This is an optimization exercise on Yosys and OpenROAD, whose aim is small area, not a production implementation. The RTL was checked by simulation tests, not by an equivalence proof against the original design. No activity file was given, so power comes from the tool's default toggle rates.

## build 55
// Top
module Top(
    input wire clk,
    input en, reset, HourP, minuteP,
    output wire [7:0] cathode,
    output wire [7:0] AN
    );
For scale: roughly 240 cells after synthesis, roughly 48 flip-flops, about 21 I/O pins.
export LEC_CHECK = 0
export CAP_MARGIN = 20
export CORE_MARGIN = 2
export CORE_UTILIZATION = 40
export SLEW_MARGIN = 20
create_clock -name core_clock -period 6.0 [get_ports {clk}]
standard.sh (not shown) runs the stock make flow with config.mk's settings and CLKGATE_MAP_FILE= SYNTH_SCRIPT=/design/flow/synth_recipe.tcl, a recipe that flattens the netlist after the stock synthesis.
==> flow/flow/run.sh <==
#!/bin/bash
# The standard layout (standard.sh) with these changes:
#  - synthesis maps the logic with an area-oriented ABC script (area.abc)
#    instead of ORFS's speed script; everything else in synthesis is
#    the standard flow's own script (synth_recipe.tcl), so the registers are the same;
#  - synthesis leaves adders to ABC instead of mapping them to half-adder
#    cells (ADDER_MAP_FILE empty);
#  - the port buffers are the smallest buffer (buf_1);
#  - the clock tree uses clkbuf_8 only and no dummy loads;
#  - after placement, logic cells are downsized (downsize.tcl).
set -euo pipefail
HERE=$(cd "$(dirname "$0")" && pwd)
WORK=$(pwd)
cat > my_synth.tcl <<TCL
proc abc {args} {
  set i [lsearch -exact \$args -script]
  if {\$i >= 0} { lset args [expr {\$i + 1}] $HERE/area.abc }
  yosys abc {*}\$args
}
source $WORK/synth_recipe.tcl
TCL
sed -e "s#SYNTH_SCRIPT=[^ ]*#SYNTH_SCRIPT=$WORK/my_synth.tcl#" \
    -e "s#CLKGATE_MAP_FILE= #CLKGATE_MAP_FILE= ADDER_MAP_FILE= #" standard.sh > my_standard.sh
grep -q "ADDER_MAP_FILE= " my_standard.sh
grep -q "SYNTH_SCRIPT=$WORK/my_synth.tcl" my_standard.sh
export BUFFER_PORTS_ARGS="-buffer_cell sky130_fd_sc_hd__buf_1"
export CTS_ARGS="-sink_clustering_enable -repair_clock_nets -sink_clustering_size 50 -sink_clustering_max_diameter 500 -buf_list sky130_fd_sc_hd__clkbuf_8 -dont_use_dummy_load"
export POST_RESIZE_TCL="$HERE/downsize.tcl"
bash my_standard.sh > flow.log 2>&1
==> flow/flow/area.abc <==
strash
balance
rewrite
refactor
balance
rewrite -z
refactor -z
rewrite -z
balance
dch -f
amap
==> flow/flow/downsize.tcl <==
# Swap every logic cell for the smallest-area cell of the same function
# (same name but drive strength), then let repair_design fix any slew or
# capacitance violation this makes. Flip-flops and buffers are left alone.
set db [ord::get_db]
set block [ord::get_db_block]
set n 0
foreach inst [$block getInsts] {
  set m [$inst getMaster]
  set name [$m getName]
  if {![regexp {^(sky130_fd_sc_hd__[a-z0-9]+)_([0-9]+)$} $name -> base drive]} { continue }
  if {[regexp {df|dl|buf|conb|tap|fill|decap|diode} $base]} { continue }
  set best $name
  set bestw [$m getWidth]
  foreach d {0 1 2 3 4 6 8 12 16} {
    set cm [$db findMaster ${base}_$d]
    if {$cm == "NULL" || $cm == ""} { continue }
    if {[$cm getWidth] < $bestw} { set best ${base}_$d; set bestw [$cm getWidth] }
  }
  if {$best ne $name} {
    replace_cell [$inst getName] $best
    incr n
  }
}
puts "downsize: swapped $n cells"
estimate_parasitics -placement
repair_design
report_worst_slack
Modified inputs, build 23 compared to build 55
==> flow/flow/run.sh <==
#!/bin/bash
# Standard layout, with the port buffers made from the smallest buffer.
set -euo pipefail
export BUFFER_PORTS_ARGS="-buffer_cell sky130_fd_sc_hd__buf_1"
export CTS_ARGS="-sink_clustering_enable -repair_clock_nets -sink_clustering_size 50 -sink_clustering_max_diameter 500 -buf_list sky130_fd_sc_hd__clkbuf_8 -dont_use_dummy_load"
bash standard.sh > standard_flow.log 2>&1
removed: flow/flow/area.abc
removed: flow/flow/downsize.tcl
[summary]
On build 23: minimum period implied by the final worst setup slack is 180 ps lower than what build 55 gave.
When the final numbers for build 23 and build 55 were put side by side, the multiplexer share of the synthesized area turned out to be greater in build 23.
[compare] base=build 55 new=build 23: relative max-transition margin down 1.8 points, area of the mapped netlist climbed 22%.
Comparing build 23 and build 55, routed length per placed instance is higher on build 23.
The fraction of layout instances using a drive strength above 1 reported for build 23 is greater than that of build 55 by 5.7 points.
Summary: with build 55 as the reference, total power in build 23 moved up slightly.
The following lists how build 34 was set up differently from build 23:
==> flow/run.sh (new file) <==
#!/bin/bash
# synth_recipe.tcl (not shown) runs the flow's synth.tcl, then flattens the netlist and writes it again
# the make line also repeats each setting of config.mk as NAME=value (left out here)
make -C /OpenROAD-flow-scripts/flow DESIGN_CONFIG=/design/flow/config.mk WORK_HOME=/design/flow/orfs CLKGATE_MAP_FILE= SYNTH_SCRIPT=/design/flow/synth_recipe.tcl finish
diff --git a/flow/config.mk b/flow/config.mk
--- a/flow/config.mk
+++ b/flow/config.mk
@@ -10,0 +11,3 @@
+export CTS_BUF_LIST = sky130_fd_sc_hd__clkbuf_2 sky130_fd_sc_hd__clkbuf_4
+export CTS_CLUSTER_DIAMETER = 500
+export CTS_CLUSTER_SIZE = 30
removed: flow/flow/run.sh
removed: flow/standard.sh
## What came out
- Compared with build 23, in build 34 number of tap cells added at floorplan held, power per cell area went down 10%, switching share of total power went up 0.52 points.
- Across both runs, power was lower for build 34 than for build 23.
- When build 34 is measured against build 23, its non-clock buffer count turns out 1 higher.
- Worst hold slack ends up higher on build 34.

-- separate check: timing with driven ports --
How much do the figures lean on ideal ports? The routed layouts below were timed once more, with nothing changed but the port constraints. Step 1 (the two cells are an assumption about what drives the block):
set clk [get_ports {clk}]
set_driving_cell -lib_cell sky130_fd_sc_hd__clkbuf_16 $clk
set_driving_cell -lib_cell sky130_fd_sc_hd__buf_2 [delete_from_list [all_inputs] $clk]
Step 2, shift: input delay + t, output delay - t, t = (earliest + latest rising clock arrival at the registers) / 2. This alone moves slack from input paths to output paths. Three values: no drivers, after step 1, after step 2; two values: the first two.
run | t, ns | slack for setup (ns) | worst hold slack (ns) | worst setup path after step 2
build 55 | 0.316 | 2.033 / 2.005 / 2.320 | 0.425 / 0.425 / 0.425 | register to output
build 23 | 0.316 | 2.209 / 2.182 / 2.497 | 0.412 / 0.412 / 0.412 | register to output
build 34 | 0.363 | 1.795 / 1.771 / 2.134 | 0.420 / 0.420 / 0.420 | register to output
After both steps setup and hold are still met in every run listed.
